Context: an optimization exercise on an open-source flow, tuned for small area and a short achievable clock period. The choices shown serve that exercise and are no tape-out recipe. In this exercise RTL edits were held to simulation tests only and were not proved equivalent to the original. Power is estimated from default activity; no workload was simulated.

==> design.v <==
module HalfAdder(A,B,sum,C);                                                                            
	input A,B;
	output sum,C;
	assign sum = A ^ B;
	assign C = (A & B);
endmodule
module FullAdder1(A,B,Cin,sum,C);                                                                            
	input A,B,Cin;
	output sum,C;
	assign sum = A ^ B ^ Cin;
	assign C = ((A ^ B)&Cin) | (A&B);
endmodule
module Wallace (a,b,out);
input [7:0]a,b;
output [15:0]out;
reg c[7:0][7:0];
wire [55:1]sum;
wire [55:1]ca;
wire [10:0]d;
integer i,j;
always @* begin
for( i=0;i<8;i++)
begin
	for(j=0;j<8;j++)
	begin
		if(b[i]==0)
		c[i][j]=1'b0;
		else 
		c[i][j]=a[j];
	end
end	
end
assign out[0]=c[0][0];
HalfAdder h1(c[0][1],c[1][0],sum[1],ca[1]);
FullAdder1 f1(c[0][2],c[1][1],c[2][0],sum[2],ca[2]);
FullAdder1 f2(c[0][3],c[1][2],c[2][1],sum[3],ca[3]);
FullAdder1 f3(c[0][4],c[1][3],c[2][2],sum[4],ca[4]);
FullAdder1 f4(c[0][5],c[1][4],c[2][3],sum[5],ca[5]);	
FullAdder1 f5(c[0][6],c[1][5],c[2][4],sum[6],ca[6]);
FullAdder1 f6(c[0][7],c[1][6],c[2][5],sum[7],ca[7]);
HalfAdder h2(c[1][7],c[2][6],sum[8],ca[8]);
FullAdder1 f7(c[2][7],c[3][6],c[4][5],sum[9],ca[9]);
HalfAdder h3(c[3][1],c[4][0],sum[10],ca[10]);
FullAdder1 f11(c[3][2],c[4][1],c[5][0],sum[11],ca[11]);
FullAdder1 f8(c[3][3],c[4][2],c[5][1],sum[12],ca[12]);
FullAdder1 f9(c[3][4],c[4][3],c[5][2],sum[13],ca[13]);
FullAdder1 f10(c[3][5],c[4][4],c[5][3],sum[14],ca[14]);	
FullAdder1 f12(c[3][7],c[4][6],c[5][5],sum[15],ca[15]);
HalfAdder h4(c[4][7],c[5][6],sum[16],ca[16]);
HalfAdder h5(sum[2],ca[1],sum[17],ca[17]);
FullAdder1 f13(sum[3],ca[2],c[3][0],sum[18],ca[18]);
FullAdder1 f14(sum[4],ca[3],sum[10],sum[19],ca[19]);
FullAdder1 f15(sum[5],ca[4],sum[11],sum[20],ca[20]);
FullAdder1 f16(sum[6],ca[5],sum[12],sum[21],ca[21]);
FullAdder1 f17(sum[7],ca[6],sum[13],sum[22],ca[22]);
FullAdder1 f18(sum[8],ca[7],sum[14],sum[23],ca[23]);
FullAdder1 f19(ca[14],sum[9],ca[8],sum[24],ca[24]);
HalfAdder h6(ca[11],c[6][0],sum[25],ca[25]);
FullAdder1 f20(ca[12],c[6][1],c[7][0],sum[26],ca[26]);
FullAdder1 f21(ca[13],c[6][2],c[7][1],sum[27],ca[27]);
FullAdder1 f22(c[5][4],c[6][3],c[7][2],sum[28],ca[28]);
FullAdder1 f23(ca[9],c[6][4],c[7][3],sum[29],ca[29]);
FullAdder1 f24(ca[15],c[6][5],c[7][4],sum[30],ca[30]);
FullAdder1 f25(c[5][7],c[6][6],c[7][5],sum[31],ca[31]);
HalfAdder h7(c[6][7],c[7][6],sum[32],ca[32]);
HalfAdder h8(sum[18],ca[17],sum[33],ca[33]);
HalfAdder h9(sum[19],ca[18],sum[34],ca[34]);
FullAdder1 f26(sum[20],ca[19],ca[10],sum[35],ca[35]);
FullAdder1 f27(sum[21],ca[20],sum[25],sum[36],ca[36]);
FullAdder1 f28(sum[22],ca[21],sum[26],sum[37],ca[37]);
FullAdder1 f29(sum[23],ca[22],sum[27],sum[38],ca[38]);
FullAdder1 f30(sum[24],ca[23],sum[28],sum[39],ca[39]);
FullAdder1 f31(sum[15],ca[24],sum[29],sum[40],ca[40]);
HalfAdder h10(sum[16],sum[30],sum[41],ca[41]);
HalfAdder h11(ca[16],sum[31],sum[42],ca[42]);
HalfAdder h12(ca[33],sum[34],sum[43],ca[43]);
HalfAdder h13(ca[34],sum[35],sum[44],ca[44]);
HalfAdder h14(ca[35],sum[36],sum[45],ca[45]);
FullAdder1 f32(sum[37],ca[36],ca[25],sum[46],ca[46]);
FullAdder1 f33(sum[38],ca[37],ca[26],sum[47],ca[47]);
FullAdder1 f34(sum[39],ca[38],ca[27],sum[48],ca[48]);
FullAdder1 f35(sum[40],ca[39],ca[28],sum[49],ca[49]);
FullAdder1 f36(sum[41],ca[40],ca[29],sum[50],ca[50]);
FullAdder1 f37(sum[42],ca[41],ca[30],sum[51],ca[51]);
FullAdder1 f38(ca[42],sum[32],ca[31],sum[52],ca[52]);
HalfAdder h15(c[7][7],ca[32],sum[53],ca[53]);
assign out[1]=sum[1];
assign out[2]=sum[17];
assign out[3]=sum[33];
assign out[4]=sum[43];
HalfAdder h16(sum[44],ca[43],out[5],d[0]);
FullAdder1 f39(sum[45],ca[44],d[0],out[6],d[1]);
FullAdder1 f40(sum[46],ca[45],d[1],out[7],d[2]);
FullAdder1 f41(sum[47],ca[46],d[2],out[8],d[3]);
FullAdder1 f42(sum[48],ca[47],d[3],out[9],d[4]);
FullAdder1 f43(sum[49],ca[48],d[4],out[10],d[5]);
FullAdder1 f44(sum[50],ca[49],d[5],out[11],d[6]);
FullAdder1 f45(sum[51],ca[50],d[6],out[12],d[7]);
FullAdder1 f46(sum[52],ca[51],d[7],out[13],d[8]);
FullAdder1 f47(sum[53],ca[52],d[8],out[14],d[9]);
HalfAdder h17(d[9],ca[53],out[15],d[10]);
endmodule
module FullAdder3(A,B,Cin,sum,C);                                                                            
	input A,B,Cin;
	output sum,C;
	assign sum = A ^ B ^ Cin;
	assign C = ((A ^ B)&Cin) | (A&B);
endmodule
module FA4_2(A,B,Cin,Sum,Carry);
	input [3:0] A,B;
	input Cin;
	output [3:0] Sum;
	output Carry;
	wire w0,w1,w2;
	FullAdder3 fa0 (A[0],B[0],Cin,Sum[0],w0);
	FullAdder3 fa1 (A[1],B[1],w0,Sum[1],w1);
	FullAdder3 fa2 (A[2],B[2],w1,Sum[2],w2);
	FullAdder3 fa3 (A[3],B[3],w2,Sum[3],Carry);
endmodule
module FA8(A,B,Cin,Sum,Carry);
	input [7:0] A,B;
	input Cin;
	output [7:0] Sum;
	output Carry;
	wire w0;
	FA4_2 fa4_0 (A[3:0],B[3:0],Cin,Sum[3:0],w0);
	FA4_2 fa4_1 (A[7:4],B[7:4],w0,Sum[7:4],Carry);
endmodule
module Wallace16bit(A,B,out);
	input [15:0] A,B;
	output [35:0] out;
	wire [15:0] pp1,pp2,pp3,pp4;
	Wallace w1(A[7:0],B[7:0],pp1); 
	Wallace w2(A[15:8],B[7:0],pp2);
	Wallace w3(A[7:0],B[15:8],pp3);
	Wallace w4(A[15:8],B[15:8],pp4);
	assign out[7:0] = pp1[7:0];
	wire c1,c2,c3,c4,c5;
	wire [7:0] temp1,temp2;
	FA8 F1 (pp1[15:8],pp2[7:0],1'b0,temp1,c1);
	FA8 F2 (temp1,pp3[7:0],1'b0,out[15:8],c2);
	FA8 F3 (pp2[15:8],pp3[15:8],c1,temp2,c3);
	FA8 F4 (temp2,pp4[7:0],c2,out[23:16],c4);
	wire [7:0] ca1;
	assign ca1[0] = c3;
	assign ca1[7:1] = 7'd0;
	FA8 F5 (pp4[15:8],ca1,c4,out[31:24],c5);
	assign out[35:32] = 4'd0;
endmodule
module FullAdder2(A,B,Cin,sum,C);                                                                            
	input A,B,Cin;
	output sum,C;
	assign sum = A ^ B ^ Cin;
	assign C = ((A ^ B)&Cin) | (A&B);
endmodule
module FA4_1(A,B,Cin,Sum,Carry);
	input [3:0] A,B;
	input Cin;
	output [3:0] Sum;
	output Carry;
	wire w0,w1,w2;
	FullAdder2 fa0 (A[0],B[0],Cin,Sum[0],w0);
	FullAdder2 fa1 (A[1],B[1],w0,Sum[1],w1);
	FullAdder2 fa2 (A[2],B[2],w1,Sum[2],w2);
	FullAdder2 fa3 (A[3],B[3],w2,Sum[3],Carry);
endmodule
module FA16(A,B,Cin,Sum,Carry);
	input [15:0] A,B;
	input Cin;
	output [15:0] Sum;
	output Carry;
	wire w0,w1,w2;
	FA4_1 fa4_0 (A[3:0],B[3:0],Cin,Sum[3:0],w0);
	FA4_1 fa4_1 (A[7:4],B[7:4],w0,Sum[7:4],w1);
	FA4_1 fa4_2 (A[11:8],B[11:8],w1,Sum[11:8],w2);
	FA4_1 fa4_3 (A[15:12],B[15:12],w2,Sum[15:12],Carry);
endmodule
module FullAdder(A,B,Cin,sum,C);                                                                            
input A,B,Cin;
output sum,C;
assign sum = A ^ B ^ Cin;
assign C = ((A ^ B)&Cin) | (A&B);
endmodule
module FA4(A,B,Cin,Sum,Carry);
	input [3:0] A,B;
	input Cin;
	output [3:0] Sum;
	output Carry;
	wire w0,w1,w2;
	FullAdder fa0 (A[0],B[0],Cin,Sum[0],w0);
	FullAdder fa1 (A[1],B[1],w0,Sum[1],w1);
	FullAdder fa2 (A[2],B[2],w1,Sum[2],w2);
	FullAdder fa3 (A[3],B[3],w2,Sum[3],Carry);
endmodule
module FA36(A,B,Sum,Carry);
	input [35:0] A,B;
	output [35:0] Sum;
	output Carry;
	wire w0,w1;
	FA16 fa36_0 (A[15:0],B[15:0],1'b0,Sum[15:0],w0);
	FA16 fa36_1 (A[31:16],B[31:16],w0,Sum[31:16],w1);
	FA4 fa36_2 (A[35:32],B[35:32],w1,Sum[35:32],Carry);
endmodule
module DFlipFlop(d,clk,reset,q);
	input [35:0] d;
	input clk, reset;
	output reg [35:0] q;
	always @(posedge clk or posedge reset)
	begin
		if(reset)
 			q <= 36'd0;
		else
			q <= d;
	end
endmodule
module MAC(A,B,out,clk,reset);
	input [15:0] A,B;
	input clk,reset;
	output [35:0] out;
	wire [35:0] out1,temp;
	Wallace16bit w(A,B,out1);
	DFlipFlop d1 (out1,clk,reset,temp);
	wire [35:0] sumt,outff;
	wire c;
	FA36 fa (temp,outff,out,c);
	DFlipFlop d2 (out,clk,reset,outff);
endmodule
==> run.sh <==
#!/bin/bash
# synth_recipe.tcl (not shown) runs the flow's synth.tcl, then flattens the netlist and writes it again
# the make line also repeats each setting of config.mk as NAME=value (left out here)
make -C /OpenROAD-flow-scripts/flow DESIGN_CONFIG=/design/flow/config.mk WORK_HOME=/design/flow/orfs CLKGATE_MAP_FILE= SYNTH_SCRIPT=/design/flow/synth_recipe.tcl finish
==> config.mk <==
export PLATFORM = sky130hd
export DESIGN_NAME = MAC
export DESIGN_NICKNAME = MAC
export VERILOG_FILES = /design/flow/design.v
export SDC_FILE = /design/flow/constraint.sdc
export NUM_CORES = 4
export LEC_CHECK = 0
export CAP_MARGIN = 20
export CORE_MARGIN = 2
export CORE_UTILIZATION = 40
export SLEW_MARGIN = 20
==> constraint.sdc <==
create_clock -name core_clock -period 18.0 [get_ports {clk}]
set_input_delay 3.6000 -clock core_clock [delete_from_list [all_inputs] [get_ports {clk}]]
set_output_delay 3.6000 -clock core_clock [all_outputs]
set_load 0.01 [all_outputs]
==> results by group <==
Worst setup path
  – Critical path startpoint category: flip-flop
  – Critical Path Sink Type: output port
  – Required @ worst endpoint: about 14 ns
  – Buf+Inv Stages, Crit Path: 1
  – Crit path max-delay cell type: fa_2
  – Crit Path Class: flip-flop to output port
  – Critical Path AT: 13.98 ns
  – Crit path max-delay family: adder cells
  – Most used cell along the critical path: fa_2
  – Crit path max fanout: 2
  – Crit path largest cell delay: 0.41 ns

Synth
  – Synth warn: 4
  – Seq/Total Area, Yosys: 0.160
  – Flops & latches, synth: 68
  – Post-Syn Area: 10600 um2
  – Cell accounting for the most synthesized area: fa_1
  – Cells after Synth: around 950
  – Mapped Nets: approximately 1300
  – Share of the synthesized area in the top cell type: 0.471
  – Post-synthesis compound-gate area fraction: 0
  – Cells taking the most area after synthesis: fa_1 (47%), dfrtp_1 (16%), and2_1 (13%)
  – Synth Area in Simple Gates: 0.142
  – Post-synthesis mux area share: 0
  – Post-Syn Area per Cell: 11.2 um2
  – Post-Synth Adder-Cell Area: 0.561
  – Main combinational cell family by area after synthesis: adder cells
  – Netlist cell types: 10
  – XOR/XNOR Fraction of Synth Area: 0.00542

Place
  – GP Congestion: 0.759
  – IO Port Bufs: 69
  – HPWL after DPL: 15.0 mm

Run
  – Max-cap violations: 0

Detailed routing
  – DR WL/cell: around 15 um
  – Final wirelength: roughly 19 mm
  – Detailed Routing Iterations Pass 1: 4
  – Antenna Nets Post-Route: 0
  – Routed vias: 5912
  – # DRC: 0
  – First DRT Iteration DRCs: approximately 190
  – Via/cell ratio: between 4 and 5

Clock tree
  – CTS tree: built
  – Postcts setup bufs: 0
  – H-tree depth: 3
  – Root buffer cell: clkbuf_16
  – Clk sinks: slightly below 70
  – CTS Buf Count: 9
  – Clk slew on worst S/H paths: roughly 0.06 ns
  – Worst-Skew Late Latency: 0.34 ns
  – Maximum root-to-sink buffer count: 2

STA
  – Slew @ Worst Pin: 0.836 ns
  – RSZ-0062 raised after global routing: no
  – Fin Hold WS: 0.456 ns
  – Tcrit/Tclk final: 0.977
  – Min Tclk post-route: 17.58 ns
  – Final Setup Violations: 0
  – Setup_tns: 0 ns
  – Relative slew slack: 0.443
  – Final Slew Violations: 0
  – Clk_skew: 0.0113 ns
  – Final Hold Viols: 0
  – Fmax: 56.9 MHz

Layout
  – Fin nets: 1319
  – Fraction of layout cells with a size suffix above 1: 0.0519
  – # diodes: 0
  – Area grow syn2layout: 9.10%
  – Most common cell after layout, fill and taps aside: inv_1
  – Commonest non-fill, non-tap cells in the layout: inv_1 (221), fa_1 (219), and2_1 (217), ha_1 (76), dfrtp_1 (68)

Pwr
  – Maximum vdd drop: 0.168 mV
  – PD cells: 201 nW/um2
  – Pleak: 5.27 nW

Global routing
  – First-pass GRT wire length: 33.5 mm
  – Number of global-route vias before repair: about 6600
  – Initial antenna violation count: 0
  – Pin count of the biggest net entering global routing: 69
  – Tot GR Track Use: 0.152
  – Grt ovf: 0

Floorplan
  – IO Count: 70
  – Die area: 27900 um2
  – Initial Util: 0.407
  – Die width: 167 um
  – Core Area: 26100 um2
  – Row Count: 59
  – Die height: 167 um

Min path
  – Hold Path Class: flip-flop to flip-flop

Status
  – Outcome: no timing/DRC/antenna violations
-- Yosys cell counts --
| master | instances |
|---|---|
| nand2_1 | 39 |
| xnor3_1 | 1 |
| xor2_1 | 4 |
| dfrtp_1 | 68 |
| inv_1 | 222 |
| and2_1 | 217 |
| fa_1 | 250 |
| ha_1 | 76 |
| buf_6 | 15 |
| buf_4 | 53 |
-- flip-flops by register name (all words and copies together), names as in the netlist --
signal	cells
d2.q	36
d1.q	32
-- area by class of cell --
type | instances | area [um2]
fillers | 2443 | 14500
clock buffers | 9 | 225
multi-input cells | 587 | 7590
clock inverters | 6 | 113
flip-flops and latches | 68 | 1700
inverters | 222 | 833
well taps | 335 | 419
repair buffers | 71 | 698
-- logic make-up after synthesis --
kind of cell / count (synthesis)
AND/OR/NAND/NOR: 256
adder cells (fa/ha/maj): 326
XOR/XNOR: 5
flip-flops: 68
buffers and inverters: 290
-- final timing paths --
kind	end	cells after the start	startpoint	slack (ns)
min reg2reg	d2.q[35]	1	d2.q[35]	0.46
min in group asynchronous	d1.q[24]	3	reset	3.84
max	out[34]	36	d1.q[0]	0.42
min	d2.q[35]	1	d2.q[35]	0.46
max in group asynchronous	d2.q[4]	3	reset	13.62
max reg2reg	d2.q[35]	36	d1.q[0]	4.47
-- power by group --
group          switching [mW]  leakage (nW)  internal, mW  total (mW)
logic                   0.908          4.31         0.894        1.80
clock network          0.0697         0.166         0.135       0.205
registers              0.0429         0.798         0.278       0.320
-- per-layer routing --
| metal | up-vias | track usage | part of all wire |
|---|---|---|---|
| li1 | 2660 | - | - |
| met2 | 71 | 0.249 | 0.49 |
| met5 | - | 0 | 0 |
| met3 | 13 | 0.0221 | 0.026 |
| met1 | 3168 | 0.216 | 0.47 |
| met4 | 0 | 0.0322 | 0.011 |
-- what timing repair did --
action	4_1_cts	5_1_grt
cloned	0	0
gates resized for setup	16	1
setup endpoints to repair	6	4
hold buffers	0	0
pin swaps	6	8
-- stage by stage --
step	std cells	total power, mW	instance area, um2	setup WS (ns)	util
final	1298	2.33	11600	0.417	0.445
after global routing	1298	2.65	11600	0.0152	0.445
after CTS	1298	2.42	11600	0.0337	0.444
after detailed placement	1283	2.19	11200	-0.910	0.431
after global placement	1283	2.15	11200	-0.788	0.431
after floorplan	945	1.69	10700	0.0000657	-

==> afterwards: timing with drivers on the ports <==
In the flow no input, the clock included, has a driving cell. The finished layout below was timed again as built, in two steps.
Step 1: set_driving_cell puts a clkbuf_16 on clk and a buf_2 on each other input, an assumption about the parent block.
Step 2 moves the port delays by t, midway between the first and last clock arrival at a register: inputs arrive t later, outputs are due t later. That takes back most of the time a late clock gives input paths.
Slacks: ideal ports / drivers / drivers and shift; pairs: ideal ports / drivers.
t (ns): 0.384
setup slack, ns: 0.417 / 0.370 / 0.754
worst register clock-pin slew, ns: 0.06 / 0.06
worst slew at a driven data input, ns: 0.05
After both steps this run still meets setup and hold. For this run, drivers alone change the setup slack by -0.047 ns; drivers and shift together by +0.337 ns.
